Optimization exercise on an open flow, not production practice.
RTL: at most simulated, not proved equivalent.
Function not checked: run 5.
Clock network not from TritonCTS: every run shown here.
The clock port is an ideal driver here.
Power: default activity.

$ cat flow/flow/run.sh
#!/bin/bash
# The standard layout (standard.sh) with three changes:
#  - synthesis maps logic with an area-oriented abc script (flow/area.abc),
#    through flow/abc_area.tcl sourced ahead of synth_recipe.tcl;
#  - port buffers use the smallest buffer cell;
#  - the clock tree is a few equal buffers fed by the clock port, each
#    driving a group of nearby flip-flops (flow/clock_leaves.tcl, run as
#    ORFS's PRE_CTS_TCL hook in place of clock_tree_synthesis).
set -euo pipefail
here=$(pwd)
cat flow/abc_area.tcl synth_recipe.tcl > my_synth.tcl
sed "s#SYNTH_SCRIPT=[^ ]*#SYNTH_SCRIPT=$here/my_synth.tcl#" standard.sh > my_standard.sh
export MY_ABC_SCRIPT=$here/flow/area.abc
export BUFFER_PORTS_ARGS="-buffer_cell sky130_fd_sc_hd__buf_1"
export PRE_CTS_TCL=$here/flow/clock_leaves.tcl
export MY_CLOCK_LEAVES=4
export MY_CLOCK_BUFFER=sky130_fd_sc_hd__buf_4
bash my_standard.sh > standard.log 2>&1
$ cat flow/flow/abc_area.tcl
# Sourced ahead of the standard flow's synthesis script: the technology mapping call
# (abc) uses the area-oriented script flow/area.abc instead of ORFS's
# speed script.  Everything else, flip-flop mapping included, is unchanged.
proc abc {args} {
  set i [lsearch -exact $args -script]
  if { $i >= 0 } { lset args [expr {$i + 1}] $::env(MY_ABC_SCRIPT) }
  yosys abc {*}$args
}
$ cat flow/flow/area.abc
strash
ifraig
dc2
dch -f
amap
strash
dch -f
amap
topo
$ cat flow/flow/clock_leaves.tcl
# Clock tree in place of clock_tree_synthesis (run as ORFS's PRE_CTS_TCL
# hook; clock_tree_synthesis, which cts.tcl calls next, is made a no-op).
# The flip-flops are split into MY_CLOCK_LEAVES groups by position (k-means);
# each group gets one buffer of type MY_CLOCK_BUFFER at its centroid, driving
# its clock pins.  The clock port drives only these few buffers, all alike,
# so every flip-flop sees the same single buffer delay.
proc clock_tree_synthesis {args} {
  puts "clock_tree_synthesis skipped: clock leaves already placed"
}
set k $::env(MY_CLOCK_LEAVES)
set master [[ord::get_db] findMaster $::env(MY_CLOCK_BUFFER)]
set block [ord::get_db_block]
set clknet [$block findNet clk]
set sinks {}
set xs {}
set ys {}
foreach it [$clknet getITerms] {
  set b [[$it getInst] getBBox]
  lappend sinks $it
  lappend xs [expr {([$b xMin] + [$b xMax]) / 2.0}]
  lappend ys [expr {([$b yMin] + [$b yMax]) / 2.0}]
}
set n [llength $sinks]
# initial centres: sinks spread in order of x + y
set order [lsort -real -indices [lmap x $xs y $ys {expr {$x + $y}}]]
set cx {}
set cy {}
for {set c 0} {$c < $k} {incr c} {
  set i [lindex $order [expr {int(($c + 0.5) * $n / $k)}]]
  lappend cx [lindex $xs $i]
  lappend cy [lindex $ys $i]
}
for {set iter 0} {$iter < 50} {incr iter} {
  set asg {}
  for {set i 0} {$i < $n} {incr i} {
    set best 0
    set bd 1e30
    for {set c 0} {$c < $k} {incr c} {
      set d [expr {abs([lindex $xs $i] - [lindex $cx $c]) + abs([lindex $ys $i] - [lindex $cy $c])}]
      if {$d < $bd} { set bd $d; set best $c }
    }
    lappend asg $best
  }
  for {set c 0} {$c < $k} {incr c} {
    set sx 0.0; set sy 0.0; set m 0
    for {set i 0} {$i < $n} {incr i} {
      if {[lindex $asg $i] == $c} {
        set sx [expr {$sx + [lindex $xs $i]}]
        set sy [expr {$sy + [lindex $ys $i]}]
        incr m
      }
    }
    if {$m > 0} {
      lset cx $c [expr {$sx / $m}]
      lset cy $c [expr {$sy / $m}]
    }
  }
}
for {set c 0} {$c < $k} {incr c} {
  set net [odb::dbNet_create $block clknet_leaf_$c]
  $net setSigType CLOCK
  set buf [odb::dbInst_create $block $master clkbuf_leaf_$c]
  [$buf findITerm A] connect $clknet
  [$buf findITerm X] connect $net
  $buf setLocation [expr {int([lindex $cx $c])}] [expr {int([lindex $cy $c])}]
  $buf setPlacementStatus PLACED
  set m 0
  for {set i 0} {$i < $n} {incr i} {
    if {[lindex $asg $i] == $c} {
      set it [lindex $sinks $i]
      $it disconnect
      $it connect $net
      incr m
    }
  }
  puts "clock leaf $c: $::env(MY_CLOCK_BUFFER) drives $m clock pins"
}
$ cat flow/standard.sh
#!/bin/bash
# synth_recipe.tcl (not shown) runs the flow's synth.tcl, then flattens the netlist and writes it again
# the make line also repeats each setting of config.mk as NAME=value (left out here)
make -C /OpenROAD-flow-scripts/flow DESIGN_CONFIG=/design/flow/config.mk WORK_HOME=/design/flow/orfs CLKGATE_MAP_FILE= SYNTH_SCRIPT=/design/flow/synth_recipe.tcl "${@:-finish}"
$ cat flow/config.mk
export PLATFORM = sky130hd
export DESIGN_NAME = sdram
export DESIGN_NICKNAME = sdram
export VERILOG_FILES = /design/flow/design.v
export SDC_FILE = /design/flow/constraint.sdc
export NUM_CORES = 4
export LEC_CHECK = 0
export CAP_MARGIN = 20
export CORE_MARGIN = 2
export CORE_UTILIZATION = 40
export SLEW_MARGIN = 20
$ cat flow/constraint.sdc
create_clock -name core_clock -period 20.0 [get_ports {clk}]
set_input_delay 4.0000 -clock core_clock [delete_from_list [all_inputs] [get_ports {clk}]]
set_output_delay 4.0000 -clock core_clock [all_outputs]
set_load 0.01 [all_outputs]
$ cat flow/design.v
module sdram #(parameter FREQ = 50000000) (
  input  logic clk,
  input  logic reset,
  input  logic        read,
  input  logic        write,
  input  logic [1:0]  wr_strb,
  input  logic [25:0] addr,   
  output logic        cmd_ready,
  input  logic [15:0] data_write,
  output logic [15:0] data_read,
  output logic        data_read_val,
  output logic        sdram_cs,         
  output logic [1:0]  sdram_bank,       
  output logic [12:0] sdram_addr,       
  output logic        sdram_ras,        
  output logic        sdram_cas,        
  output logic        sdram_we,         
  input  logic [15:0] sdram_data_in,    
  output logic [15:0] sdram_data_out,   
  output logic        sdram_drive_data  
);
  localparam [2:0] CMD_NOP     = 3'b111;
  localparam [2:0] CMD_ACTIVE  = 3'b011;
  localparam [2:0] CMD_READ    = 3'b101;
  localparam [2:0] CMD_WRITE   = 3'b100;
  localparam [2:0] CMD_PRECHG  = 3'b010;
  localparam [2:0] CMD_AUTOREF = 3'b001;
  localparam [2:0] CMD_MRS     = 3'b000;
  localparam [12:0] MODE = 13'h0223;
  logic        h_chip;
  logic [1:0]  h_bank;
  logic [12:0] h_row;
  logic [9:0]  h_col;
  assign {h_chip, h_bank, h_row, h_col} = addr;
  localparam [8:0] A_TAPS  = 9'b100100011;
  localparam [8:0] A_RESET = 9'd133;
  localparam [8:0] A_START = 9'd207;
  localparam [4:0] B_TAPS  = 5'b10010;
  localparam [4:0] B_RESET = 5'd15;
  localparam [4:0] B_INIT  = 5'd1;
  logic [8:0]  tmr_a;
  logic [4:0]  tmr_b;
  logic        win;
  logic        init_done;
  logic        ob_v;
  logic [2:0]  ob_bank;     
  logic [12:0] ob_row;
  logic [1:0]  act_sh;      
  logic        pre_last;    
  logic [1:0]  rd_sh;       
  logic win_start, win_end, seq_cmd;
  assign win_start = (tmr_a == A_START) & (init_done | (tmr_b == B_INIT));
  assign win_end = tmr_a[0] & tmr_a[3];
  assign seq_cmd = win & tmr_a[6];
  logic req, hit, do_rd, do_wr, do_pre, do_act, host_ok;
  assign req = read | write;
  assign host_ok = req & init_done & ~win;
  assign hit = ob_v & (ob_bank == {h_chip, h_bank}) & (ob_row == h_row);
  assign do_rd  = host_ok & hit & read & ~act_sh[0];
  assign do_wr  = host_ok & hit & write & ~act_sh[0] & (rd_sh == 2'b00);
  assign do_pre = host_ok & ~hit & ob_v & (act_sh == 2'b00);
  assign do_act = host_ok & ~ob_v & ~(pre_last & (ob_bank == {h_chip, h_bank}));
  assign cmd_ready = do_rd | do_wr;
  logic [2:0] cmd;
  assign {sdram_ras, sdram_cas, sdram_we} = cmd;
  always_comb begin
    cmd = CMD_NOP;
    if (seq_cmd)
      cmd = tmr_a[4] ? CMD_PRECHG : init_done ? CMD_AUTOREF : CMD_MRS;
    else if (do_pre)
      cmd = CMD_PRECHG;
    else if (do_act)
      cmd = CMD_ACTIVE;
    else if (do_rd)
      cmd = CMD_READ;
    else if (do_wr)
      cmd = CMD_WRITE;
    if (win) begin
      sdram_cs = ~tmr_a[0];
      sdram_bank = 2'b00;
      sdram_addr = {2'b00, tmr_a[4], MODE[9:0]};    
    end else if (ob_v) begin
      {sdram_cs, sdram_bank} = ob_bank;
      sdram_addr = {wr_strb & {2{write}}, 1'b0, h_col};
    end else begin
      {sdram_cs, sdram_bank} = {h_chip, h_bank};
      sdram_addr = h_row;
    end
  end
  assign sdram_drive_data = do_wr;
  assign sdram_data_out = data_write;
  assign data_read = sdram_data_in;
  assign data_read_val = rd_sh[1];
  always_ff @(posedge clk) begin
    if (reset) begin
      tmr_a <= A_RESET;
      tmr_b <= B_RESET;
      win <= 1'b0;
      init_done <= 1'b0;
      ob_v <= 1'b0;
      rd_sh <= 2'b00;
    end else begin
      rd_sh <= {rd_sh[0], do_rd};
      tmr_a <= {tmr_a[7:0], ^(tmr_a & A_TAPS)};
      tmr_b <= {tmr_b[3:0], ^(tmr_b & B_TAPS)};
      if (win_start)
        win <= 1'b1;
      else if (win_end)
        win <= 1'b0;
      if (win & win_end)
        init_done <= 1'b1;
      if (seq_cmd || do_pre)
        ob_v <= 1'b0;
      else if (do_act)
        ob_v <= 1'b1;
    end
    act_sh <= {act_sh[0], do_act};
    pre_last <= do_pre;
    if (!ob_v) begin
      ob_bank <= {h_chip, h_bank};
      ob_row <= h_row;
    end
  end
endmodule
==> impl_metrics.env, run 1 <==
export IMPL_status="no timing/DRC/antenna violations"
export IMPL_cp_required_ns=16.00
export IMPL_groute_layer_met1_usage_pct=20.0
export IMPL_crit_reg2reg_launch="ob_row[12]$_DFFE_PN_"
export IMPL_synth_main_ff_cell="sky130_fd_sc_hd__dfxtp_1"
export IMPL_weighted_congestion_at_the_end_of_routability_driven_global_placement=0.775
export IMPL_maxSlewViolCount=0
export IMPL_synthCells=206
export IMPL_setup_worst_path_end="sdram_we"
export IMPL_unrepaired_setup_endpoints_after_global_routing="no"
export IMPL_drt_wl_total_um=3690
export IMPL_timing_hold_worst_class="reg -> reg"
export IMPL_final_hold_violation_count=0
export IMPL_yosys_cell_count_top_type="sky130_fd_sc_hd__buf_4"
export IMPL_relSlewSlack_pct=53.1
export IMPL_synth_avg_cell_area_um2=8.93
export IMPL_power_switching_fraction_pct=21.8
export IMPL_cts_post_setup_buffers_inserted=0
export IMPL_tns_ns=0
export IMPL_antenna_left=0
export IMPL_synth_commonest_cells="32 x sky130_fd_sc_hd__buf_4, 27 x sky130_fd_sc_hd__clkinv_1, 25 x sky130_fd_sc_hd__dfxtp_1, 25 x sky130_fd_sc_hd__nor2_1"
export IMPL_cts_resized=0
export IMPL_final_period_utilization_pct=51.6
export IMPL_global_route_wire_length_before_repair_um=6070
export IMPL_synth_area_top_cells="sky130_fd_sc_hd__dfxtp_1 27%, sky130_fd_sc_hd__edfxtp_1 21%, sky130_fd_sc_hd__buf_4 13%, sky130_fd_sc_hd__clkinv_1 5.5%, sky130_fd_sc_hd__nor2_1 5.1%"
export IMPL_cp_data_arrival_time_ns=6.31
export IMPL_layout_area_overhead_vs_synth_pct=2.93
export IMPL_reg2reg_depth=8
export IMPL_crit_fanout=3
export IMPL_grt_busiest_layer="met2"
export IMPL_vias_per_cell=4.96
export IMPL_number_of_storage_elements_in_the_synthesis_netlist=38
export IMPL_maxCapViolCount=0
export IMPL_critical_path_max_stage_delay_ns=0.40
export IMPL_overflow=0
export IMPL_vdd_drop_max_uv=41.0
export IMPL_post_synth_top_area_fraction_pct=27.2
export IMPL_netlist_area_um2=1840
export IMPL_sequential_area_share_after_synthesis_pct=48.4
export IMPL_vias_in_the_first_global_route=1336
export IMPL_die_width_um=71.8
export IMPL_multi_input_comb_area_um2=607
export IMPL_dpl_hpwl_um=2810
export IMPL_sequential_group_share_of_total_power_pct=67.0
export IMPL_worst_pin_slew_ns=0.703
export IMPL_detailedRoute_firstIterationViolations=76
export IMPL_number_of_antenna_violations_at_the_first_check_in_global_routing=0
export IMPL_critPathLaunch="addr[22]"
export IMPL_use_met2_pct=23.0
export IMPL_met3_usage_pct=2.11
export IMPL_start_point_of_the_worst_min_delay_path="act_sh[0]$_DFF_P_"
export IMPL_crit_type="in -> out"
export IMPL_share_of_cells_above_drive_strength_1_pct=1.73
export IMPL_n_antenna_cell=0
export IMPL_insertion_delay_ns=0.13
export IMPL_timing_critical_path_cells="buf_1, clkinv_1, a22o_1, a2111o_1, or4_1, nor2_1, nand4b_1, or2_0, nor3_1, clkinv_1, nor2_1, o21ai_0, buf_1"
export IMPL_timing_reg2reg_setup_slack_ns=17.60
export IMPL_combinationalPowerShare_pct=10.8
export IMPL_maxClockFrequency_mhz=97.0
export IMPL_leakage_uw=0.000645
export IMPL_clock_transition_time_at_the_flip_flop_clock_pins_of_the_worst_setup_and_hold_paths_ns=0.09
export IMPL_routedWlPerCell_um=13.0
export IMPL_postSynthNetCount=271
export IMPL_p_clk_share_pct=22.1
export IMPL_grt_start_max_net_pins=21
export IMPL_p_switching_uw=27.8
export IMPL_layout_nets=298
export IMPL_placeable_core_region_um2=4380
export IMPL_drt_pre_antenna_iters=4
export IMPL_row_count=24
export IMPL_design_die_area_um2=5160
export IMPL_grtUsageTotal_pct=14.1
export IMPL_synth_distinct_cells=31
export IMPL_power_per_cell_area_nw_per_um2=67.4
export IMPL_critPathSlowestCell="sky130_fd_sc_hd__or4_1"
export IMPL_endpoint_kind="primary output"
export IMPL_synth_enable_flop_cells=13
export IMPL_num_vias=1405
export IMPL_critical_path_reg2reg_endpoint="ob_v$_SDFFE_PP0P_"
export IMPL_internal_power_uw=99.8
export IMPL_die_height_um=71.8
export IMPL_synthArstFlopShare_pct=0
export IMPL_yosysWarningCount=1
export IMPL_worst_case_clock_skew_ns=0.0182
export IMPL_fill_cells=456
export IMPL_floorplan_io_pins=118
export IMPL_area_sequential_um2=891
export IMPL_timing_final_crit_period_ns=10.31
export IMPL_worst_setup_path_start_kind="input port"
export IMPL_power_uw=128
export IMPL_synth_largest_area_cell="sky130_fd_sc_hd__dfxtp_1"
export IMPL_setup_failing_eps_final=0
export IMPL_post_cts_hold_buffer_count=0
export IMPL_initial_utilization_pct=42.0
export IMPL_drt_drc_violations_left=0
export IMPL_port_bufs=53
[cells by family (layout without fill, tap and decap cells)]
| logic type | Yosys count | after routing | share of synthesized area [%] |
|---|---|---|---|
| AND/OR/NAND/NOR | 62 | 62 | 16.1 |
| buffers and inverters | 59 | 84 | 18.6 |
| AO/OA/AOI/OAI | 46 | 46 | 16.3 |
| flip-flops | 38 | 38 | 48.4 |
| adder cells (fa/ha/maj) | 1 | 1 | 0.680 |
[routing by layer]
| layer | wire (um) | share of wire, % | vias up |
|---|---|---|---|
| li1 | - | - | 731 |
| met1 | 1720 | 47 | 630 |
| met2 | 1680 | 46 | 35 |
| met3 | 239 | 6.5 | 9 |
| met4 | 48 | 1.3 | 0 |
| met5 | 0 | 0 | - |
[power by group through the flow]
stage	combinational (uW)	clock, uW	sequential [uW]
floorplan	14.5	0	86.7
finish	13.8	28.2	85.5
global route	15.9	32.9	86.1
detailed placement	13.9	0	87.3
global placement	13.9	0	87.3
CTS	14.0	21.8	87.3
[cell type report]
| class | instances | share of cell area, % |
|---|---|---|
| tap | 52 | 3.44 |
| sequential | 38 | 47.1 |
| inverter | 27 | 5.35 |
| multi-input combinational | 109 | 32.1 |
| buffer | 4 | 1.59 |
| timing repair buffer | 53 | 10.5 |
[through the flow]
step                      hold WS, ns  area, um2  utilization, %  cells  setup WS, ns
after floorplan                 0.365       1840               -    206          9.84
after global placement          0.384       1860            42.5    279          9.75
after detailed placement        0.391       1860            42.5    279          9.73
after CTS                       0.385       1890            43.2    283          9.71
after global routing            0.412       1890            43.2    283          9.46
final                           0.395       1890            43.2    283          9.69
[registers in the layout, indices dropped and copies added, names as in the netlist]
register   cells
win            1
pre_last       1
rd_sh          2
tmr_a          9
ob_row        13
tmr_b          5
ob_v           1
ob_bank        3
act_sh         2
init_done      1
[layout by cell type, fill, tap and decap left out]
cell type and n:
sky130_fd_sc_hd__or3_1 1, sky130_fd_sc_hd__nor2b_1 7, sky130_fd_sc_hd__o22a_1 3, sky130_fd_sc_hd__a22oi_1 1
sky130_fd_sc_hd__nand4b_1 1, sky130_fd_sc_hd__nor4_1 1, sky130_fd_sc_hd__nand4_1 1, sky130_fd_sc_hd__and3_1 1
sky130_fd_sc_hd__nand3_1 4, sky130_fd_sc_hd__o211ai_1 3, sky130_fd_sc_hd__o22ai_1 6, sky130_fd_sc_hd__nor3_1 5
sky130_fd_sc_hd__a221oi_1 1, sky130_fd_sc_hd__a2111o_1 1, sky130_fd_sc_hd__o21ai_0 9, sky130_fd_sc_hd__o221ai_1 2
sky130_fd_sc_hd__edfxtp_1 13, sky130_fd_sc_hd__a32o_1 2, sky130_fd_sc_hd__nand2_1 9, sky130_fd_sc_hd__a222oi_1 1
sky130_fd_sc_hd__buf_1 53, sky130_fd_sc_hd__nor2_1 25, sky130_fd_sc_hd__clkinv_1 27, sky130_fd_sc_hd__dfxtp_1 25
sky130_fd_sc_hd__or2_0 5, sky130_fd_sc_hd__a31oi_1 3, sky130_fd_sc_hd__ha_1 1, sky130_fd_sc_hd__a21oi_1 13
sky130_fd_sc_hd__or4_1 1, sky130_fd_sc_hd__nand2b_1 1, sky130_fd_sc_hd__buf_4 4, sky130_fd_sc_hd__a22o_1 1
[worst max-delay path, delay by kind of cell]
kind | cells | cell delay (ns)
compound gates | 3 | 0.62
buf+inv | 4 | 0.45
simple gates | 6 | 1.23
[worst min-delay path by stage]
stage                              to  cells after the start
floorplan           act_sh[1]$_DFF_P_                      0
global placement    act_sh[1]$_DFF_P_                      0
detailed placement  act_sh[1]$_DFF_P_                      0
CTS                 act_sh[1]$_DFF_P_                      0
global route        act_sh[1]$_DFF_P_                      0
finish              act_sh[1]$_DFF_P_                      0
Testbench counts, summed over its fixed seeds: cycles 41,548, items 24,000.
==> run 2, diff against run 1 <==
--- a/flow/flow/clock_leaves.tcl
+++ b/flow/flow/clock_leaves.tcl
@@ -1,6 +1,7 @@
 # Clock tree in place of clock_tree_synthesis (run as ORFS's PRE_CTS_TCL
 # hook; clock_tree_synthesis, which cts.tcl calls next, is made a no-op).
-# The flip-flops are split into MY_CLOCK_LEAVES groups by position (k-means);
+# The flip-flops are split into MY_CLOCK_LEAVES groups of near-equal size by
+# position (k-means with a size cap);
 # each group gets one buffer of type MY_CLOCK_BUFFER at its centroid, driving
 # its clock pins.  The clock port drives only these few buffers, all alike,
 # so every flip-flop sees the same single buffer delay.
@@ -30,16 +31,25 @@
   lappend cx [lindex $xs $i]
   lappend cy [lindex $ys $i]
 }
-for {set iter 0} {$iter < 50} {incr iter} {
-  set asg {}
+# k-means with a cap of ceil(n / k) pins per group: each round assigns the
+# (sink, centre) pairs in order of distance, then moves each centre to the
+# centroid of its group
+set cap [expr {($n + $k - 1) / $k}]
+for {set iter 0} {$iter < 30} {incr iter} {
+  set pairs {}
   for {set i 0} {$i < $n} {incr i} {
-    set best 0
-    set bd 1e30
     for {set c 0} {$c < $k} {incr c} {
-      set d [expr {abs([lindex $xs $i] - [lindex $cx $c]) + abs([lindex $ys $i] - [lindex $cy $c])}]
-      if {$d < $bd} { set bd $d; set best $c }
+      lappend pairs [list [expr {abs([lindex $xs $i] - [lindex $cx $c]) + abs([lindex $ys $i] - [lindex $cy $c])}] $i $c]
     }
-    lappend asg $best
+  }
+  set asg [lrepeat $n -1]
+  set cnt [lrepeat $k 0]
+  foreach p [lsort -real -index 0 $pairs] {
+    lassign $p d i c
+    if {[lindex $asg $i] < 0 && [lindex $cnt $c] < $cap} {
+      lset asg $i $c
+      lset cnt $c [expr {[lindex $cnt $c] + 1}]
+    }
   }
   for {set c 0} {$c < $k} {incr c} {
     set sx 0.0; set sy 0.0; set m 0
==> impl_metrics.env, run 2 <==
export IMPL_area_sequential_um2=891
export IMPL_internal_power_uw=99.8
export IMPL_critPathSlowestCell="sky130_fd_sc_hd__or4_1"
export IMPL_yosys_cell_count_top_type="sky130_fd_sc_hd__buf_4"
export IMPL_share_of_cells_above_drive_strength_1_pct=1.73
export IMPL_number_of_storage_elements_in_the_synthesis_netlist=38
export IMPL_timing_hold_worst_class="reg -> reg"
export IMPL_critical_path_max_stage_delay_ns=0.40
export IMPL_post_route_cell_area_um2=1890
export IMPL_postSynthNetCount=271
export IMPL_timing_critical_path_cells="buf_1, clkinv_1, a22o_1, a2111o_1, or4_1, nor2_1, nand4b_1, or2_0, nor3_1, clkinv_1, nor2_1, o21ai_0, buf_1"
export IMPL_vias_per_cell=5.00
export IMPL_weighted_congestion_at_the_end_of_routability_driven_global_placement=0.775
export IMPL_row_count=24
export IMPL_detailedRoute_firstIterationViolations=73
export IMPL_grtUsageTotal_pct=14.0
export IMPL_die_width_um=71.8
export IMPL_endpoint_kind="primary output"
export IMPL_num_vias=1416
export IMPL_multi_input_comb_area_um2=607
export IMPL_worst_setup_path_start_kind="input port"
export IMPL_design_die_area_um2=5160
export IMPL_yosysWarningCount=1
export IMPL_final_period_utilization_pct=51.5
export IMPL_synthArstFlopShare_pct=0
export IMPL_routedWlPerCell_um=13.0
export IMPL_worst_hold_path_num_cells=0
export IMPL_power_uw=128
export IMPL_largest_register_ffs=13
export IMPL_synth_commonest_cells="32 x sky130_fd_sc_hd__buf_4, 27 x sky130_fd_sc_hd__clkinv_1, 25 x sky130_fd_sc_hd__dfxtp_1, 25 x sky130_fd_sc_hd__nor2_1"
export IMPL_maxSlewViolCount=0
export IMPL_worst_pin_slew_ns=0.704
export IMPL_synth_main_ff_cell="sky130_fd_sc_hd__dfxtp_1"
export IMPL_synth_area_top_cells="sky130_fd_sc_hd__dfxtp_1 27%, sky130_fd_sc_hd__edfxtp_1 21%, sky130_fd_sc_hd__buf_4 13%, sky130_fd_sc_hd__clkinv_1 5.5%, sky130_fd_sc_hd__nor2_1 5.1%"
export IMPL_sequential_group_share_of_total_power_pct=67.1
export IMPL_cp_required_ns=16.00
export IMPL_sequential_area_share_after_synthesis_pct=48.4
export IMPL_vias_in_the_first_global_route=1329
export IMPL_cp_data_arrival_time_ns=6.31
export IMPL_crit_fanout=3
export IMPL_unrepaired_setup_endpoints_after_global_routing="no"
export IMPL_drt_wl_total_um=3690
export IMPL_grt_start_max_net_pins=21
export IMPL_cp_top_family="simple AND/OR/NAND/NOR gates"
export IMPL_overflow=0
export IMPL_synth_distinct_cells=31
export IMPL_clock_transition_time_at_the_flip_flop_clock_pins_of_the_worst_setup_and_hold_paths_ns=0.08
export IMPL_drt_drc_violations_left=0
export IMPL_power_per_cell_area_nw_per_um2=67.4
export IMPL_cts_post_setup_buffers_inserted=0
export IMPL_dpl_hpwl_um=2810
export IMPL_combinationalPowerShare_pct=10.8
export IMPL_largest_register="ob_row"
export IMPL_crit_type="in -> out"
export IMPL_synthCells=206
export IMPL_synth_enable_flop_cells=13
export IMPL_port_bufs=53
export IMPL_crit_reg2reg_launch="ob_row[12]$_DFFE_PN_"
export IMPL_antenna_left=0
export IMPL_cts_resized=0
export IMPL_use_met2_pct=22.7
export IMPL_initial_utilization_pct=42.0
export IMPL_timing_reg2reg_setup_slack_ns=17.56
export IMPL_fill_cells=456
export IMPL_layout_nets=298
export IMPL_worst_hold_endpoint="act_sh[1]$_DFF_P_"
export IMPL_die_height_um=71.8
export IMPL_post_cts_hold_buffer_count=0
export IMPL_setup_failing_eps_final=0
export IMPL_tns_ns=0
export IMPL_final_hold_violation_count=0
export IMPL_n_antenna_cell=0
export IMPL_number_of_antenna_violations_at_the_first_check_in_global_routing=0
export IMPL_synth_largest_area_cell="sky130_fd_sc_hd__dfxtp_1"
export IMPL_netlist_area_um2=1840
export IMPL_placeable_core_region_um2=4380
export IMPL_drt_pre_antenna_iters=4
export IMPL_leakage_uw=0.000645
export IMPL_global_route_wire_length_before_repair_um=6030
export IMPL_layout_area_overhead_vs_synth_pct=2.93
export IMPL_met3_usage_pct=1.97
export IMPL_largest_registers="ob_row: 13 flops, tmr_a: 9 flops, tmr_b: 5 flops"
export IMPL_reg2reg_depth=8
export IMPL_maxClockFrequency_mhz=97.0
export IMPL_post_synth_top_area_fraction_pct=27.2
export IMPL_worst_case_clock_skew_ns=0.00833
export IMPL_start_point_of_the_worst_min_delay_path="act_sh[0]$_DFF_P_"
export IMPL_synth_avg_cell_area_um2=8.93
export IMPL_insertion_delay_ns=0.13
export IMPL_power_switching_fraction_pct=21.8
export IMPL_p_switching_uw=27.8
export IMPL_layout_commonest_cell="sky130_fd_sc_hd__buf_1"
export IMPL_crit_buf_inv=4
export IMPL_timing_final_crit_period_ns=10.31
export IMPL_floorplan_io_pins=118
export IMPL_maxCapViolCount=0
export IMPL_p_clk_share_pct=22.1
export IMPL_relSlewSlack_pct=53.1
export IMPL_status="no timing/DRC/antenna violations"
export IMPL_critical_path_reg2reg_endpoint="ob_v$_SDFFE_PP0P_"
export IMPL_place_area_um2=1860
export IMPL_groute_layer_met1_usage_pct=20.3
export IMPL_highest_count_cells_in_the_layout_ignoring_fill_and_taps="53 x sky130_fd_sc_hd__buf_1, 27 x sky130_fd_sc_hd__clkinv_1, 25 x sky130_fd_sc_hd__nor2_1, 25 x sky130_fd_sc_hd__dfxtp_1"
export IMPL_vdd_drop_max_uv=37.3
export IMPL_grt_busiest_layer="met2"
-- run 2: cell counts after synthesis --
No cell type changed its count.
-- run 2: worst max path at each step --
| stage | endpoint | start | cells past startpoint |
|---|---|---|---|
| 3_5_place_dp | sdram_we | addr[22] | 13 |
| 4_1_cts | sdram_we | addr[21] | 13 |
| 2_1_floorplan | sdram_cas | addr[22] | 11 |
| 3_3_place_gp | sdram_we | addr[22] | 13 |
| 5_1_grt | sdram_cas | addr[21] | 13 |
| 6_report | sdram_we | addr[22] | 13 |
-- run 2: stage by stage --
stage | instances | hold WS [ns] | utilization [%] | worst slack (ns)
6_report | 283 | 0.394 | 43.2 | 9.69
5_1_grt | 283 | 0.411 | 43.2 | 9.46
4_1_cts | 283 | 0.385 | 43.2 | 9.71
3_5_place_dp | 279 | 0.391 | 42.5 | 9.73
3_3_place_gp | 279 | 0.384 | 42.5 | 9.75
2_1_floorplan | 206 | 0.365 | - | 9.84
-- run 2: area by class of cell --
type / instances / share of cell area [%]
Buffer: 4 / 1.59
Sequential cell: 38 / 47.1
Tap cell: 52 / 3.44
Timing Repair Buffer: 53 / 10.5
Multi-Input combinational cell: 109 / 32.1
Inverter: 27 / 5.35
-- run 2: layer usage --
layer / routed length [um] / vias to the layer above
li1: - / 732
met1: 1720 / 641
met2: 1700 / 35
met3: 215 / 8
met4: 51 / 0
met5: 0 / -
-- run 2: kinds of logic (layout without fill, tap and decap cells) --
family | count (synthesis) | count (layout) | share of synthesized area, %
compound gates | 46 | 46 | 16.3
buf+inv | 59 | 84 | 18.6
fa+ha+maj | 1 | 1 | 0.680
flops | 38 | 38 | 48.4
simple gates | 62 | 62 | 16.1
-- run 2: worst reg2reg max path, stage by stage, from the launching register on --
cell and delay, ns:
sky130_fd_sc_hd__edfxtp_1 0.42, sky130_fd_sc_hd__a22o_1 0.25, sky130_fd_sc_hd__a2111o_1 0.33, sky130_fd_sc_hd__or4_1 0.40
sky130_fd_sc_hd__nor2_1 0.11, sky130_fd_sc_hd__nand4b_1 0.15, sky130_fd_sc_hd__and3_1 0.24, sky130_fd_sc_hd__or2_0 0.26
sky130_fd_sc_hd__nor3_1 0.19
-- run 2: power by group through the flow --
stage / sequential (uW) / clock, uW / combinational [uW]
final: 85.6 / 28.2 / 13.8
after global routing: 86.0 / 33.0 / 15.9
after CTS: 87.3 / 21.9 / 14.0
after detailed placement: 87.3 / 0 / 13.9
after global placement: 87.3 / 0 / 13.9
after floorplan: 86.7 / 0 / 14.5
==> run 3, diff against run 2 <==
--- a/flow/design.v
+++ b/flow/design.v
@@ -45,21 +45,22 @@
   logic        ob_v;
   logic [2:0]  ob_bank;     
   logic [12:0] ob_row;
-  logic [1:0]  act_sh;      
-  logic        pre_last;    
+  logic        act_last;    
+  logic        pre_same;    
   logic [1:0]  rd_sh;       
   logic win_start, win_end, seq_cmd;
   assign win_start = (tmr_a == A_START) & (init_done | (tmr_b == B_INIT));
   assign win_end = tmr_a[0] & tmr_a[3];
   assign seq_cmd = win & tmr_a[6];
-  logic req, hit, do_rd, do_wr, do_pre, do_act, host_ok;
+  logic req, bank_eq, hit, do_rd, do_wr, do_pre, do_act, ok;
   assign req = read | write;
-  assign host_ok = req & init_done & ~win;
-  assign hit = ob_v & (ob_bank == {h_chip, h_bank}) & (ob_row == h_row);
-  assign do_rd  = host_ok & hit & read & ~act_sh[0];
-  assign do_wr  = host_ok & hit & write & ~act_sh[0] & (rd_sh == 2'b00);
-  assign do_pre = host_ok & ~hit & ob_v & (act_sh == 2'b00);
-  assign do_act = host_ok & ~ob_v & ~(pre_last & (ob_bank == {h_chip, h_bank}));
+  assign ok = init_done & ~win;
+  assign bank_eq = (ob_bank == {h_chip, h_bank});
+  assign hit = ob_v & bank_eq & (ob_row == h_row);
+  assign do_rd  = ok & hit & read & ~act_last;
+  assign do_wr  = ok & hit & write & ~act_last & (rd_sh == 2'b00);
+  assign do_pre = ok & ob_v & ~(req & hit);
+  assign do_act = ok & req & ~ob_v & ~pre_same;
   assign cmd_ready = do_rd | do_wr;
   logic [2:0] cmd;
   assign {sdram_ras, sdram_cas, sdram_we} = cmd;
@@ -114,11 +115,9 @@
       else if (do_act)
         ob_v <= 1'b1;
     end
-    act_sh <= {act_sh[0], do_act};
-    pre_last <= do_pre;
-    if (!ob_v) begin
-      ob_bank <= {h_chip, h_bank};
-      ob_row <= h_row;
-    end
+    act_last <= do_act;
+    pre_same <= do_pre & (bank_eq | ~req);
+    ob_bank <= {h_chip, h_bank};
+    ob_row <= h_row;
   end
 endmodule
==> impl_metrics.env, run 3 <==
export IMPL_vias_in_the_first_global_route=1218
export IMPL_tns_ns=0
export IMPL_synth_largest_area_cell="sky130_fd_sc_hd__dfxtp_1"
export IMPL_worst_pin_slew_ns=0.741
export IMPL_synth_commonest_cells="37 x sky130_fd_sc_hd__dfxtp_1, 33 x sky130_fd_sc_hd__clkinv_1, 32 x sky130_fd_sc_hd__buf_4"
export IMPL_row_count=23
export IMPL_n_antenna_cell=0
export IMPL_critical_path_reg2reg_endpoint="ob_v$_SDFFE_PP0P_"
export IMPL_synthCells=204
export IMPL_initial_utilization_pct=41.6
export IMPL_fin_cells=279
export IMPL_post_cts_hold_buffer_count=0
export IMPL_drt_pre_antenna_iters=4
export IMPL_maxSlewViolCount=0
export IMPL_worst_hold_path_num_cells=2
export IMPL_timing_critical_path_cells="buf_1, clkinv_1, a22oi_1, o221ai_1, a2111o_1, nor3_1, nand3_1, or2_0, nor3_1, clkinv_1, nor2_1, o21ai_0, buf_1"
export IMPL_placedCellCount=275
export IMPL_largest_register_ffs=13
export IMPL_grtUsageTotal_pct=14.7
export IMPL_vias_per_cell=4.87
export IMPL_detailedRoute_firstIterationViolations=67
export IMPL_post_synth_top_area_fraction_pct=44.2
export IMPL_postSynthNetCount=269
export IMPL_die_height_um=68.7
export IMPL_reg2reg_depth=10
export IMPL_timing_final_crit_period_ns=9.99
export IMPL_critPathSlowestCell="sky130_fd_sc_hd__a2111o_1"
export IMPL_number_of_storage_elements_in_the_synthesis_netlist=37
export IMPL_layout_commonest_cell="sky130_fd_sc_hd__buf_1"
export IMPL_largest_register="ob_row"
export IMPL_synth_area_top_cells="sky130_fd_sc_hd__dfxtp_1 44%, sky130_fd_sc_hd__buf_4 14%, sky130_fd_sc_hd__clkinv_1 7.4%, sky130_fd_sc_hd__nor2_1 5.4%, sky130_fd_sc_hd__a21oi_1 2.7%"
export IMPL_critical_path_max_stage_delay_ns=0.30
export IMPL_antenna_left=0
export IMPL_grt_start_max_net_pins=18
export IMPL_endpoint_kind="primary output"
export IMPL_timing_hold_worst_class="reg -> reg"
export IMPL_share_of_cells_above_drive_strength_1_pct=1.75
export IMPL_layout_nets=296
export IMPL_worst_hold_endpoint="tmr_a[3]$_SDFF_PP0_"
export IMPL_synth_avg_cell_area_um2=8.21
export IMPL_placeable_core_region_um2=4030
export IMPL_layout_area_overhead_vs_synth_pct=3.06
export IMPL_maxCapViolCount=0
export IMPL_start_point_of_the_worst_min_delay_path="tmr_a[2]$_SDFF_PP1_"
export IMPL_weighted_congestion_at_the_end_of_routability_driven_global_placement=0.742
export IMPL_sequential_area_share_after_synthesis_pct=44.2
export IMPL_highest_count_cells_in_the_layout_ignoring_fill_and_taps="53 x sky130_fd_sc_hd__buf_1, 37 x sky130_fd_sc_hd__dfxtp_1, 33 x sky130_fd_sc_hd__clkinv_1, 24 x sky130_fd_sc_hd__nor2_1, 12 x sky130_fd_sc_hd__nand2_1"
export IMPL_dpl_hpwl_um=2810
export IMPL_maxClockFrequency_mhz=100
export IMPL_synth_enable_flop_cells=0
export IMPL_vdd_drop_max_uv=38.3
export IMPL_port_bufs=53
export IMPL_design_die_area_um2=4720
export IMPL_worst_case_clock_skew_ns=0.00531
export IMPL_place_ws_ns=10.01
export IMPL_crit_fanout=3
export IMPL_setup_failing_eps_final=0
export IMPL_clock_transition_time_at_the_flip_flop_clock_pins_of_the_worst_setup_and_hold_paths_ns=0.09
export IMPL_status="no timing/DRC/antenna violations"
export IMPL_die_width_um=68.7
export IMPL_drt_wl_total_um=3510
export IMPL_cp_data_arrival_time_ns=5.99
export IMPL_floorplan_io_pins=118
export IMPL_power_per_cell_area_nw_per_um2=70.4
export IMPL_netlist_area_um2=1680
export IMPL_overflow=0
export IMPL_relSlewSlack_pct=50.5
export IMPL_num_vias=1360
export IMPL_crit_type="in -> out"
export IMPL_cts_post_setup_buffers_inserted=0
export IMPL_cts_resized=0
export IMPL_synth_distinct_cells=25
export IMPL_synthArstFlopShare_pct=0
export IMPL_routedWlPerCell_um=12.6
export IMPL_yosysWarningCount=1
export IMPL_leakage_uw=0.000613
export IMPL_crit_reg2reg_launch="ob_row[2]$_DFF_P_"
export IMPL_number_of_antenna_violations_at_the_first_check_in_global_routing=0
export IMPL_unrepaired_setup_endpoints_after_global_routing="no"
export IMPL_global_route_wire_length_before_repair_um=5460
export IMPL_final_hold_violation_count=0
export IMPL_worst_setup_path_start_kind="input port"
export IMPL_final_setup_worst_slack_ns=10.01
export IMPL_insertion_delay_ns=0.13
export IMPL_yosys_cell_count_top_type="sky130_fd_sc_hd__dfxtp_1"
export IMPL_final_core_utilization_pct=42.9
export IMPL_cp_required_ns=16.00
export IMPL_synth_main_ff_cell="sky130_fd_sc_hd__dfxtp_1"
export IMPL_largest_registers="ob_row: 13 flops, tmr_a: 9 flops, tmr_b: 5 flops"
export IMPL_final_period_utilization_pct=49.9
export IMPL_timing_reg2reg_setup_slack_ns=18.16
export IMPL_drt_drc_violations_left=0
## run 3: cell types whose count changed in the layout (fill, tap and decap cells not counted), sizes merged, moves of 3 or more
cell	delta
edfxtp	-13
dfxtp	+12
clkinv	+6
a21oi	-4
a22o	+3
nand2	+3
o211ai	-3
o21ai	-3
o221ai	+3
o22a	-3
## run 3: stage by stage
step	power, uW	hold WS [ns]	instance area, um2
2_1_floorplan	95.4	0.399	1680
3_3_place_gp	95.0	0.411	1700
3_5_place_dp	95.3	0.417	1700
4_1_cts	117	0.417	1730
5_1_grt	128	0.440	1730
6_report	121	0.425	1730
## run 3: kinds of logic after synthesis
family / after synthesis / synth area share, %
AO/OA/AOI/OAI: 42 / 17.3
buffers and inverters: 65 / 21.7
adder cells (fa/ha/maj): 1 / 0.747
flip-flops: 37 / 44.2
AND/OR/NAND/NOR: 59 / 16.1
## run 3: area by class of cell
| type | count | area [um2] |
|---|---|---|
| Tap cell | 50 | 62.6 |
| Buffer | 4 | 30.0 |
| Multi-Input combinational cell | 102 | 571 |
| Inverter | 33 | 124 |
| Fill cell | 435 | 2300 |
| Timing Repair Buffer | 53 | 199 |
| Sequential cell | 37 | 741 |
## run 3: power breakdown
| group | switching [uW] | total (uW) | internal [uW] |
|---|---|---|---|
| logic | 8.18 | 14.1 | 5.97 |
| registers | 2.13 | 79.5 | 77.3 |
| clock network | 17.4 | 27.9 | 10.5 |
## run 3: metal layers
| metal | GRT usage (%) | up-vias | routed length, um |
|---|---|---|---|
| met2 | 25.1 | 43 | 1580 |
| li1 | - | 705 | - |
| met5 | 0 | - | 0 |
| met3 | 3.08 | 6 | 295 |
| met4 | 2.94 | 0 | 16 |
| met1 | 19.3 | 606 | 1620 |
## run 3: worst max-delay path, delay by kind of cell
kind | cells | cell delay (ns)
AO/OA/AOI/OAI | 4 | 0.68
buffers and inverters | 4 | 0.45
AND/OR/NAND/NOR | 5 | 0.83
## run 3: how the worst max path moves through the flow
stage	from	end	slack, ns	cells past startpoint
global route	addr[22]	sdram_we	9.71	13
CTS	addr[22]	sdram_we	9.99	13
detailed placement	addr[22]	sdram_we	10.01	13
finish	addr[22]	sdram_we	10.01	13
global placement	addr[22]	sdram_we	10.08	13
floorplan	addr[22]	sdram_we	10.22	11
Testbench counts of run 3, summed over its fixed seeds: cycles 41,548, items 24,000.
==> run 4, diff against run 3 <==
==> flow/flow/area.abc (replaced) <==
strash
ifraig
dc2
dch -f
amap
&get -n
&st
&dch -f
&nf -R 1000
&put
&get -n
&st
&dch -f
&nf -R 1000
&put
&get -n
&st
&dch -f
&nf -R 1000
&put
&get -n
&st
&dch -f
&nf -R 1000
&put
topo
==> impl_metrics.env, run 4 <==
export IMPL_status="no timing/DRC/antenna violations"
export IMPL_largest_registers="ob_row: 13 flops, tmr_a: 9 flops, tmr_b: 5 flops"
export IMPL_num_vias=1259
export IMPL_placeable_core_region_um2=3970
export IMPL_cp_required_ns=16.00
export IMPL_final_setup_worst_slack_ns=10.07
export IMPL_floorplan_io_pins=118
export IMPL_area_sequential_um2=741
export IMPL_sequential_group_share_of_total_power_pct=65.1
export IMPL_power_per_cell_area_nw_per_um2=72.5
export IMPL_die_width_um=68.0
export IMPL_initial_utilization_pct=41.2
export IMPL_p_clk_share_pct=23.5
export IMPL_maxClockFrequency_mhz=101
export IMPL_global_route_wire_length_before_repair_um=4750
export IMPL_cp_data_arrival_time_ns=5.93
export IMPL_synth_largest_area_cell="sky130_fd_sc_hd__dfxtp_1"
export IMPL_synth_distinct_cells=30
export IMPL_place_ws_ns=10.07
export IMPL_largest_register="ob_row"
export IMPL_final_period_utilization_pct=49.7
export IMPL_weighted_congestion_at_the_end_of_routability_driven_global_placement=0.707
export IMPL_timing_final_crit_period_ns=9.93
export IMPL_leakage_uw=0.000623
export IMPL_synth_enable_flop_cells=0
export IMPL_critical_path_max_stage_delay_ns=0.34
export IMPL_maxCapViolCount=0
export IMPL_drt_wl_total_um=3250
export IMPL_synth_area_top_cells="sky130_fd_sc_hd__dfxtp_1 45%, sky130_fd_sc_hd__buf_4 15%, sky130_fd_sc_hd__a22o_1 4.8%, sky130_fd_sc_hd__nor2_1 3.9%, sky130_fd_sc_hd__xor2_1 3.7%"
export IMPL_share_of_cells_above_drive_strength_1_pct=1.98
export IMPL_postSynthNetCount=242
export IMPL_drt_pre_antenna_iters=4
export IMPL_power_switching_fraction_pct=22.8
export IMPL_maxSlewViolCount=0
export IMPL_synthArstFlopShare_pct=0
export IMPL_timing_hold_worst_class="reg -> reg"
export IMPL_number_of_antenna_violations_at_the_first_check_in_global_routing=0
export IMPL_row_count=23
export IMPL_cp_top_family="compound AO/OA/AOI/OAI gates"
export IMPL_layout_area_overhead_vs_synth_pct=3.13
export IMPL_timing_critical_path_cells="buf_1, xor2_1, a221o_1, a2111oi_0, and4_1, nand4_1, o21ai_0, nand2_1, o21ai_0, buf_1"
export IMPL_multi_input_comb_area_um2=614
export IMPL_worst_setup_path_start_kind="input port"
export IMPL_unrepaired_setup_endpoints_after_global_routing="no"
export IMPL_post_cts_hold_buffer_count=0
export IMPL_port_bufs=53
export IMPL_cts_post_setup_buffers_inserted=0
export IMPL_internal_power_uw=94.5
export IMPL_fill_cells=421
export IMPL_antenna_left=0
export IMPL_setup_failing_eps_final=0
export IMPL_p_switching_uw=27.8
export IMPL_sequential_area_share_after_synthesis_pct=45.3
export IMPL_highest_count_cells_in_the_layout_ignoring_fill_and_taps="53 x sky130_fd_sc_hd__buf_1, 37 x sky130_fd_sc_hd__dfxtp_1, 17 x sky130_fd_sc_hd__nor2_1, 11 x sky130_fd_sc_hd__clkinv_1"
export IMPL_critPathSlowestCell="sky130_fd_sc_hd__a2111oi_0"
export IMPL_endpoint_kind="primary output"
export IMPL_vdd_drop_max_uv=33.5
export IMPL_drt_drc_violations_left=0
export IMPL_grt_start_max_net_pins=20
export IMPL_crit_fanout=3
export IMPL_yosysWarningCount=1
export IMPL_power_uw=122
export IMPL_detailedRoute_firstIterationViolations=28
export IMPL_n_antenna_cell=0
export IMPL_clock_transition_time_at_the_flip_flop_clock_pins_of_the_worst_setup_and_hold_paths_ns=0.08
export IMPL_design_die_area_um2=4620
export IMPL_synth_commonest_cells="37 x sky130_fd_sc_hd__dfxtp_1, 32 x sky130_fd_sc_hd__buf_4, 17 x sky130_fd_sc_hd__nor2_1"
export IMPL_layout_nets=269
export IMPL_largest_register_ffs=13
export IMPL_relSlewSlack_pct=45.8
export IMPL_vias_in_the_first_global_route=1088
export IMPL_synthCells=177
export IMPL_worst_pin_slew_ns=0.809
export IMPL_vias_per_cell=5.00
export IMPL_yosys_cell_count_top_type="sky130_fd_sc_hd__dfxtp_1"
export IMPL_worst_case_clock_skew_ns=0.0113
export IMPL_die_height_um=68.0
export IMPL_crit_type="in -> out"
export IMPL_tns_ns=0
export IMPL_dpl_hpwl_um=2570
export IMPL_synth_avg_cell_area_um2=9.25
export IMPL_grtUsageTotal_pct=13.0
export IMPL_synth_main_ff_cell="sky130_fd_sc_hd__dfxtp_1"
export IMPL_crit_buf_inv=2
export IMPL_post_synth_top_area_fraction_pct=45.3
export IMPL_final_hold_violation_count=0
export IMPL_combinationalPowerShare_pct=11.4
export IMPL_number_of_storage_elements_in_the_synthesis_netlist=37
export IMPL_overflow=0
export IMPL_cts_resized=0
export IMPL_netlist_area_um2=1640
export IMPL_layout_commonest_cell="sky130_fd_sc_hd__buf_1"
export IMPL_insertion_delay_ns=0.13
export IMPL_routedWlPerCell_um=12.9
## run 4: cell count changes after synthesis, moves of 3 or more
cell / delta
sky130_fd_sc_hd__o22a_1: +3
sky130_fd_sc_hd__xor2_1: +7
sky130_fd_sc_hd__a22o_1: +5
sky130_fd_sc_hd__a22oi_1: -3
sky130_fd_sc_hd__a21oi_1: -3
sky130_fd_sc_hd__nor2_1: -7
sky130_fd_sc_hd__nor3_1: -3
sky130_fd_sc_hd__o22ai_1: -3
sky130_fd_sc_hd__o221ai_1: -5
sky130_fd_sc_hd__nor2b_1: +4
sky130_fd_sc_hd__nand2_1: -5
sky130_fd_sc_hd__clkinv_1: -22
## run 4: metrics by stage
stage          cell area [um2]  cells  hold WS [ns]  utilization [%]
2_1_floorplan             1640    177         0.399                -
3_3_place_gp              1660    248         0.425             41.7
3_5_place_dp              1660    248         0.426             41.7
4_1_cts                   1690    252         0.422             42.5
5_1_grt                   1690    252         0.460             42.5
6_report                  1690    252         0.432             42.5
## run 4: worst paths after layout
kind / startpoint / to / depth (start not counted) / slack (ns)
hold reg to reg: pre_same$_DFF_P_ / act_last$_DFF_P_ / 1 / 0.43
setup reg to reg: ob_row[8]$_DFF_P_ / ob_v$_SDFFE_PP0P_ / 8 / 17.93
hold / removal: pre_same$_DFF_P_ / act_last$_DFF_P_ / 1 / 0.43
setup / recovery: addr[18] / sdram_we / 10 / 10.07
## run 4: logic make-up after synthesis
kind of cell / count (synthesis) / share of synthesized area, %
and+or+nand+nor: 52 / 16.1
buffers and inverters: 43 / 17.2
DFF: 37 / 45.3
AOI/OAI and AO/OA: 35 / 15.8
xor gates and xnor gates: 9 / 4.82
adders and majority gates: 1 / 0.764
## run 4: power by group through the flow
stage                     clock [uW]  sequential (uW)  combinational, uW
final                           28.8             79.7               13.9
after global routing            33.2             80.1               15.7
after CTS                       21.6             81.4               14.2
after detailed placement           0             81.4               14.1
after global placement             0             81.4               14.0
after floorplan                    0             80.8               14.7
## run 4: final cells by class
cell class | instances | area share (%)
Sequential cell | 37 | 43.9
Multi-Input combinational cell | 97 | 36.4
Timing Repair Buffer | 53 | 11.8
Tap cell | 50 | 3.71
Inverter | 11 | 2.45
Buffer | 4 | 1.78
## run 4: routing by layer
metal	global-route usage, %	vias to the layer above	part of all wire [%]	wire (um)
li1	-	628	-	-
met1	15.2	567	41	1330
met2	24.0	54	47	1520
met3	2.47	10	10	325
met4	3.50	0	2.2	72
met5	0	-	0	0
==> run 5, diff against run 4 <==
--- a/flow/design.v
+++ b/flow/design.v
@@ -39,7 +39,6 @@
   localparam [4:0] B_RESET = 5'd15;
   localparam [4:0] B_INIT  = 5'd1;
   logic [8:0]  tmr_a;
-  logic [4:0]  tmr_b;
   logic        win;
   logic        init_done;
   logic        ob_v;
@@ -49,7 +48,7 @@
   logic        pre_same;    
   logic [1:0]  rd_sh;       
   logic win_start, win_end, seq_cmd;
-  assign win_start = (tmr_a == A_START) & (init_done | (tmr_b == B_INIT));
+  assign win_start = (tmr_a == A_START) & (init_done | (ob_row[4:0] == B_INIT));
   assign win_end = tmr_a[0] & tmr_a[3];
   assign seq_cmd = win & tmr_a[6];
   logic req, bank_eq, hit, do_rd, do_wr, do_pre, do_act, ok;
@@ -95,7 +94,6 @@
   always_ff @(posedge clk) begin
     if (reset) begin
       tmr_a <= A_RESET;
-      tmr_b <= B_RESET;
       win <= 1'b0;
       init_done <= 1'b0;
       ob_v <= 1'b0;
@@ -103,7 +101,6 @@
     end else begin
       rd_sh <= {rd_sh[0], do_rd};
       tmr_a <= {tmr_a[7:0], ^(tmr_a & A_TAPS)};
-      tmr_b <= {tmr_b[3:0], ^(tmr_b & B_TAPS)};
       if (win_start)
         win <= 1'b1;
       else if (win_end)
@@ -118,6 +115,12 @@
     act_last <= do_act;
     pre_same <= do_pre & (bank_eq | ~req);
     ob_bank <= {h_chip, h_bank};
-    ob_row <= h_row;
+    ob_row[12:5] <= h_row[12:5];
+    if (reset)
+      ob_row[4:0] <= B_RESET;
+    else if (!init_done)
+      ob_row[4:0] <= {ob_row[3:0], ^(ob_row[4:0] & B_TAPS)};
+    else
+      ob_row[4:0] <= h_row[4:0];
   end
 endmodule
==> impl_metrics.env, run 5 <==
export IMPL_largest_register_ffs=13
export IMPL_final_setup_worst_slack_ns=10.01
export IMPL_drt_pre_antenna_iters=4
export IMPL_power_switching_fraction_pct=23.4
export IMPL_drt_wl_total_um=3420
export IMPL_worst_setup_path_start_kind="input port"
export IMPL_largest_register="ob_row"
export IMPL_maxSlewViolCount=0
export IMPL_critical_path_reg2reg_endpoint="ob_v$_SDFFE_PP0P_"
export IMPL_unrepaired_setup_endpoints_after_global_routing="no"
export IMPL_setup_worst_path_end="sdram_we"
export IMPL_highest_count_cells_in_the_layout_ignoring_fill_and_taps="53 x sky130_fd_sc_hd__buf_1, 32 x sky130_fd_sc_hd__dfxtp_1, 14 x sky130_fd_sc_hd__clkinv_1, 13 x sky130_fd_sc_hd__a21oi_1, 12 x sky130_fd_sc_hd__nor2_1"
export IMPL_design_die_area_um2=4460
export IMPL_worst_pin_slew_ns=0.813
export IMPL_layout_area_overhead_vs_synth_pct=3.09
export IMPL_floorplan_io_pins=118
export IMPL_post_route_cell_area_um2=1630
export IMPL_row_count=22
export IMPL_synth_main_ff_cell="sky130_fd_sc_hd__dfxtp_1"
export IMPL_vias_in_the_first_global_route=1248
export IMPL_synth_area_top_cells="sky130_fd_sc_hd__dfxtp_1 41%, sky130_fd_sc_hd__buf_4 15%, sky130_fd_sc_hd__a22o_1 4.4%, sky130_fd_sc_hd__a21oi_1 4.1%, sky130_fd_sc_hd__nor2b_1 3.6%"
export IMPL_crit_type="in -> out"
export IMPL_post_synth_top_area_fraction_pct=40.6
export IMPL_number_of_storage_elements_in_the_synthesis_netlist=32
export IMPL_drt_drc_violations_left=0
export IMPL_leakage_uw=0.000581
export IMPL_global_route_wire_length_before_repair_um=5370
export IMPL_grtUsageTotal_pct=15.0
export IMPL_number_of_antenna_violations_at_the_first_check_in_global_routing=0
export IMPL_synth_commonest_cells="32 x sky130_fd_sc_hd__buf_4, 32 x sky130_fd_sc_hd__dfxtp_1, 14 x sky130_fd_sc_hd__clkinv_1"
export IMPL_worst_case_clock_skew_ns=0.00917
export IMPL_routedWlPerCell_um=13.4
export IMPL_synthArstFlopShare_pct=0
export IMPL_sequential_group_share_of_total_power_pct=62.9
export IMPL_initial_utilization_pct=42.5
export IMPL_timing_final_crit_period_ns=9.99
export IMPL_final_hold_violation_count=0
export IMPL_synth_distinct_cells=32
export IMPL_num_vias=1312
export IMPL_cp_required_ns=16.00
export IMPL_status="no timing/DRC/antenna violations"
export IMPL_vias_per_cell=5.13
export IMPL_place_ws_ns=9.97
export IMPL_relSlewSlack_pct=45.8
export IMPL_tns_ns=0
export IMPL_power_per_cell_area_nw_per_um2=67.5
export IMPL_weighted_congestion_at_the_end_of_routability_driven_global_placement=0.749
export IMPL_layout_commonest_cell="sky130_fd_sc_hd__buf_1"
export IMPL_die_height_um=66.8
export IMPL_final_period_utilization_pct=50.0
export IMPL_maxCapViolCount=0
export IMPL_cts_resized=0
export IMPL_dpl_hpwl_um=2630
export IMPL_overflow=0
export IMPL_synth_enable_flop_cells=0
export IMPL_timing_reg2reg_setup_slack_ns=17.97
export IMPL_p_clk_share_pct=23.9
export IMPL_synth_avg_cell_area_um2=8.62
export IMPL_port_bufs=53
export IMPL_synth_largest_area_cell="sky130_fd_sc_hd__dfxtp_1"
export IMPL_grt_start_max_net_pins=20
export IMPL_clock_transition_time_at_the_flip_flop_clock_pins_of_the_worst_setup_and_hold_paths_ns=0.08
export IMPL_crit_fanout=3
export IMPL_critPathLaunch="addr[21]"
export IMPL_insertion_delay_ns=0.13
export IMPL_netlist_area_um2=1580
export IMPL_largest_registers="ob_row: 13 flops, tmr_a: 9 flops, ob_bank: 3 flops"
export IMPL_yosysWarningCount=1
export IMPL_p_switching_uw=25.7
export IMPL_synthCells=183
export IMPL_die_width_um=66.8
export IMPL_combinationalPowerShare_pct=13.2
export IMPL_postSynthNetCount=248
export IMPL_sequential_area_share_after_synthesis_pct=40.6
export IMPL_setup_failing_eps_final=0
export IMPL_fill_cells=418
export IMPL_share_of_cells_above_drive_strength_1_pct=1.92
export IMPL_vdd_drop_max_uv=42.5
export IMPL_timing_hold_worst_class="reg -> reg"
export IMPL_cts_post_setup_buffers_inserted=0
export IMPL_endpoint_kind="primary output"
export IMPL_internal_power_uw=84.1
export IMPL_n_antenna_cell=0
export IMPL_maxClockFrequency_mhz=100
export IMPL_post_cts_hold_buffer_count=0
export IMPL_cp_data_arrival_time_ns=5.99
export IMPL_place_area_um2=1600
export IMPL_crit_reg2reg_launch="ob_row[6]$_DFF_P_"
export IMPL_layout_nets=275
export IMPL_detailedRoute_firstIterationViolations=24
export IMPL_reg2reg_depth=9
export IMPL_antenna_left=0
export IMPL_placeable_core_region_um2=3720
-- run 5: cell families (layout without fill, tap and decap cells) --
logic type | count (synthesis) | count (layout) | synth area share (%)
simple gates | 50 | 50 | 16.6
compound gates | 49 | 49 | 20.7
buf+inv | 46 | 71 | 18.6
flops | 32 | 32 | 40.6
xor+xnor | 5 | 5 | 2.78
fa+ha+maj | 1 | 1 | 0.793
-- run 5: worst min-delay path by stage --
stage / startpoint / endpoint / slack, ns / cells after the start
4_1_cts: pre_same$_DFF_P_ / act_last$_DFF_P_ / 0.42 / 1
6_report: pre_same$_DFF_P_ / act_last$_DFF_P_ / 0.43 / 1
5_1_grt: pre_same$_DFF_P_ / act_last$_DFF_P_ / 0.44 / 1
3_5_place_dp: pre_same$_DFF_P_ / act_last$_DFF_P_ / 0.42 / 1
3_3_place_gp: pre_same$_DFF_P_ / act_last$_DFF_P_ / 0.43 / 1
2_1_floorplan: pre_same$_DFF_P_ / act_last$_DFF_P_ / 0.40 / 1
-- run 5: per-stage QoR --
stage / std cells / hold slack [ns] / utilization (%) / total power, uW
final: 256 / 0.432 / 43.8 / 110
after global routing: 256 / 0.444 / 43.8 / 116
after CTS: 256 / 0.421 / 43.8 / 105
after detailed placement: 252 / 0.421 / 43.0 / 85.1
after global placement: 252 / 0.426 / 43.0 / 85.0
after floorplan: 183 / 0.399 / - / 85.1
-- run 5: critical path, stage by stage --
cell and delay [ns]:
sky130_fd_sc_hd__buf_1 0.10, sky130_fd_sc_hd__clkinv_1 0.10, sky130_fd_sc_hd__a221o_1 0.34, sky130_fd_sc_hd__a2111oi_0 0.39, sky130_fd_sc_hd__nand4_1 0.18, sky130_fd_sc_hd__or3_1 0.41, sky130_fd_sc_hd__nor2_1 0.15, sky130_fd_sc_hd__a21oi_1 0.08
sky130_fd_sc_hd__a21o_1 0.15, sky130_fd_sc_hd__buf_1 0.12
-- run 5: per-layer routing --
| metal | global-route usage (%) | wire, um | up-vias |
|---|---|---|---|
| li1 | - | - | 660 |
| met1 | 18.2 | 1540 | 579 |
| met2 | 25.9 | 1450 | 49 |
| met3 | 3.04 | 291 | 24 |
| met4 | 5.87 | 136 | 0 |
| met5 | 0 | 0 | - |
-- run 5: layout make-up --
cell class | count | area, um2 | area share [%]
buffer | 4 | 30.0 | 1.85
inverter | 14 | 52.6 | 3.23
multi-input combinational | 105 | 644 | 39.6
sequential | 32 | 641 | 39.4
tap | 48 | 60.1 | 3.69
timing repair buffer | 53 | 199 | 12.2
-- run 5: power groups by stage --
stage / logic, uW / registers (uW) / clock network (uW)
detailed placement: 14.6 / 70.5 / 0
finish: 14.4 / 69.1 / 26.2
floorplan: 15.1 / 70.0 / 0
CTS: 14.7 / 70.6 / 20.0
global route: 16.5 / 69.6 / 29.9
global placement: 14.4 / 70.6 / 0
==> run 6, diff against run 5 <==
--- a/flow/design.v
+++ b/flow/design.v
@@ -44,8 +44,7 @@
   logic        ob_v;
   logic [2:0]  ob_bank;     
   logic [12:0] ob_row;
-  logic        act_last;    
-  logic        pre_same;    
+  logic        just;
   logic [1:0]  rd_sh;       
   logic win_start, win_end, seq_cmd;
   assign win_start = (tmr_a == A_START) & (init_done | (ob_row[4:0] == B_INIT));
@@ -56,10 +55,10 @@
   assign ok = init_done & ~win;
   assign bank_eq = (ob_bank == {h_chip, h_bank});
   assign hit = ob_v & bank_eq & (ob_row == h_row);
-  assign do_rd  = ok & hit & read & ~act_last;
-  assign do_wr  = ok & hit & write & ~act_last & (rd_sh == 2'b00);
+  assign do_rd  = ok & hit & read & ~just;
+  assign do_wr  = ok & hit & write & ~just & (rd_sh == 2'b00);
   assign do_pre = ok & ob_v & ~(req & hit);
-  assign do_act = ok & req & ~ob_v & ~pre_same;
+  assign do_act = ok & req & ~ob_v & ~just;
   assign cmd_ready = do_rd | do_wr;
   logic [2:0] cmd;
   assign {sdram_ras, sdram_cas, sdram_we} = cmd;
@@ -112,8 +111,7 @@
       else if (do_act)
         ob_v <= 1'b1;
     end
-    act_last <= do_act;
-    pre_same <= do_pre & (bank_eq | ~req);
+    just <= do_act | (do_pre & (bank_eq | ~req));
     ob_bank <= {h_chip, h_bank};
     ob_row[12:5] <= h_row[12:5];
     if (reset)
==> impl_metrics.env, run 6 <==
export IMPL_status="no timing/DRC/antenna violations"
export IMPL_insertion_delay_ns=0.12
export IMPL_unrepaired_setup_endpoints_after_global_routing="no"
export IMPL_detailedRoute_firstIterationViolations=67
export IMPL_overflow=0
export IMPL_maxSlewViolCount=0
export IMPL_final_core_utilization_pct=43.3
export IMPL_synthCells=177
export IMPL_start_point_of_the_worst_min_delay_path="tmr_a[2]$_SDFF_PP1_"
export IMPL_synth_avg_cell_area_um2=8.74
export IMPL_synth_largest_area_cell="sky130_fd_sc_hd__dfxtp_1"
export IMPL_netlist_area_um2=1550
export IMPL_global_route_wire_length_before_repair_um=5390
export IMPL_worst_hold_path_num_cells=1
export IMPL_internal_power_uw=82.2
export IMPL_row_count=22
export IMPL_maxCapViolCount=0
export IMPL_fill_cells=394
export IMPL_timing_hold_worst_class="reg -> reg"
export IMPL_synth_commonest_cells="32 x sky130_fd_sc_hd__buf_4, 31 x sky130_fd_sc_hd__dfxtp_1, 15 x sky130_fd_sc_hd__nor2_1"
export IMPL_largest_register="ob_row"
export IMPL_cts_resized=0
export IMPL_worst_setup_path_start_kind="input port"
export IMPL_tns_ns=0
export IMPL_critical_path_reg2reg_endpoint="ob_v$_SDFFE_PP0P_"
export IMPL_post_cts_hold_buffer_count=0
export IMPL_post_synth_top_area_fraction_pct=40.1
export IMPL_power_per_cell_area_nw_per_um2=67.5
export IMPL_worst_pin_slew_ns=0.777
export IMPL_drt_pre_antenna_iters=4
export IMPL_cts_post_setup_buffers_inserted=0
export IMPL_layout_area_overhead_vs_synth_pct=3.15
export IMPL_port_bufs=53
export IMPL_final_period_utilization_pct=50.8
export IMPL_cp_required_ns=16.00
export IMPL_setup_failing_eps_final=0
export IMPL_power_switching_fraction_pct=23.7
export IMPL_timing_reg2reg_setup_slack_ns=17.79
export IMPL_die_width_um=66.2
export IMPL_vias_in_the_first_global_route=1122
export IMPL_num_vias=1275
export IMPL_number_of_antenna_violations_at_the_first_check_in_global_routing=0
export IMPL_yosysWarningCount=1
export IMPL_layout_nets=269
export IMPL_final_hold_violation_count=0
export IMPL_synth_main_ff_cell="sky130_fd_sc_hd__dfxtp_1"
export IMPL_drt_wl_total_um=3640
export IMPL_maxClockFrequency_mhz=98.4
export IMPL_grtUsageTotal_pct=15.2
export IMPL_crit_reg2reg_launch="ob_row[3]$_SDFF_PP1_"
export IMPL_cp_data_arrival_time_ns=6.16
export IMPL_p_clk_share_pct=24.1
export IMPL_crit_fanout=3
export IMPL_yosys_cell_count_top_type="sky130_fd_sc_hd__buf_4"
export IMPL_drt_drc_violations_left=0
export IMPL_floorplan_io_pins=118
export IMPL_routedWlPerCell_um=14.6
export IMPL_endpoint_kind="primary output"
export IMPL_clock_transition_time_at_the_flip_flop_clock_pins_of_the_worst_setup_and_hold_paths_ns=0.08
export IMPL_largest_registers="ob_row: 13 flops, tmr_a: 9 flops, ob_bank: 3 flops"
export IMPL_hold_ws_ns=0.466
export IMPL_worst_hold_endpoint="tmr_a[3]$_SDFF_PP0_"
export IMPL_relSlewSlack_pct=48.2
export IMPL_synth_area_top_cells="sky130_fd_sc_hd__dfxtp_1 40%, sky130_fd_sc_hd__buf_4 16%, sky130_fd_sc_hd__a22o_1 4.5%, sky130_fd_sc_hd__nor2_1 3.6%, sky130_fd_sc_hd__xor2_1 3.4%"
export IMPL_antenna_left=0
export IMPL_largest_register_ffs=13
export IMPL_timing_final_crit_period_ns=10.16
export IMPL_die_height_um=66.2
export IMPL_synth_enable_flop_cells=0
export IMPL_combinationalPowerShare_pct=13.5
export IMPL_placeable_core_region_um2=3690
export IMPL_number_of_storage_elements_in_the_synthesis_netlist=31
export IMPL_p_switching_uw=25.6
export IMPL_postSynthNetCount=242
export IMPL_highest_count_cells_in_the_layout_ignoring_fill_and_taps="53 x sky130_fd_sc_hd__buf_1, 31 x sky130_fd_sc_hd__dfxtp_1, 15 x sky130_fd_sc_hd__nor2_1, 11 x sky130_fd_sc_hd__clkinv_1"
export IMPL_worst_case_clock_skew_ns=0.00169
export IMPL_design_die_area_um2=4380
export IMPL_crit_type="in -> out"
export IMPL_sequential_group_share_of_total_power_pct=62.4
export IMPL_weighted_congestion_at_the_end_of_routability_driven_global_placement=0.775
export IMPL_grt_start_max_net_pins=20
export IMPL_synthArstFlopShare_pct=0
export IMPL_sequential_area_share_after_synthesis_pct=40.1
export IMPL_reg2reg_depth=8
export IMPL_initial_utilization_pct=42.0
export IMPL_vdd_drop_max_uv=45.3
export IMPL_dpl_hpwl_um=2840
export IMPL_n_antenna_cell=0
export IMPL_layout_commonest_cell="sky130_fd_sc_hd__buf_1"
export IMPL_synth_distinct_cells=33
export IMPL_vias_per_cell=5.10
export IMPL_share_of_cells_above_drive_strength_1_pct=1.98
export IMPL_leakage_uw=0.000559
run 6: changes by cell type in the layout (fill, tap and decap cells not counted), sizes merged, moves of 2 or more:
cell,delta
a21o,-2
a21oi,-3
a221oi,+2
clkinv,-3
nand2,+2
nor2,+3
nor3,-3
o221ai,+3
o22ai,-4
o2bb2ai,-2
xnor2,-2
xor2,+5
run 6: worst max-delay path: stages:
cell	delay [ns]
sky130_fd_sc_hd__buf_1	0.11
sky130_fd_sc_hd__clkinv_1	0.11
sky130_fd_sc_hd__a2bb2oi_1	0.14
sky130_fd_sc_hd__o221ai_1	0.12
sky130_fd_sc_hd__a2111oi_0	0.39
sky130_fd_sc_hd__nand4_1	0.13
sky130_fd_sc_hd__or4_1	0.45
sky130_fd_sc_hd__o21ai_0	0.25
sky130_fd_sc_hd__nand2_1	0.12
sky130_fd_sc_hd__o21ai_0	0.18
sky130_fd_sc_hd__buf_1	0.17
run 6: kinds of logic after synthesis:
family / Yosys count / synth area share [%]
compound gates: 43 / 19.5
buf+inv: 43 / 18.2
flops: 31 / 40.1
xor+xnor: 8 / 4.53
fa+ha+maj: 1 / 0.808
simple gates: 50 / 16.2
mux: 1 / 0.647
run 6: through the flow:
| step | total power [uW] | setup slack, ns | instance area [um2] | std cells |
|---|---|---|---|---|
| 5_1_grt | 113 | 9.58 | 1600 | 250 |
| 4_1_cts | 103 | 9.84 | 1600 | 250 |
| 2_1_floorplan | 83.0 | 10.20 | 1550 | 177 |
| 6_report | 108 | 9.84 | 1600 | 250 |
| 3_5_place_dp | 83.3 | 9.87 | 1570 | 246 |
| 3_3_place_gp | 83.1 | 9.90 | 1570 | 246 |
run 6: layer usage:
layer | global-route usage (%) | share of wire, % | up-vias
met3 | 3.24 | 11 | 15
met5 | 0 | 0 | -
met4 | 3.57 | 2.4 | 0
met2 | 24.5 | 44 | 73
met1 | 20.6 | 43 | 550
li1 | - | - | 637
run 6: power by group through the flow:
stage,combinational [uW],sequential [uW],clock [uW]
floorplan,15.0,68.0,0
global route,16.5,67.5,29.2
finish,14.6,67.2,26.0
global placement,14.6,68.6,0
detailed placement,14.7,68.6,0
CTS,14.8,68.6,19.7
run 6: worst max path at each step:
| stage | start | to | slack, ns | cells after the start |
|---|---|---|---|---|
| floorplan | addr[21] | sdram_we | 10.20 | 9 |
| global placement | addr[13] | sdram_we | 9.90 | 11 |
| detailed placement | addr[13] | sdram_we | 9.87 | 11 |
| CTS | addr[13] | sdram_we | 9.84 | 11 |
| global route | addr[13] | sdram_we | 9.58 | 11 |
| finish | addr[13] | sdram_we | 9.84 | 11 |
run 6: final cells by class:
| class | count | area (um2) | area share [%] |
|---|---|---|---|
| flip-flops and latches | 31 | 621 | 38.9 |
| plain buffers | 4 | 30.0 | 1.88 |
| inverters | 11 | 41.3 | 2.59 |
| well taps | 48 | 60.1 | 3.76 |
| repair buffers | 53 | 199 | 12.5 |
| multi-input cells | 103 | 646 | 40.4 |
Testbench counts of run 6, summed over its fixed seeds: cycles 41,548, items 24,000.

Setup slack of run 6, layout unchanged: 9.839 ns with ideal ports, 9.811 ns with driving cells assumed (clock clkbuf_16, inputs buf_2), 9.811 ns with port delays also shifted by the 0.164 ns mid clock arrival.
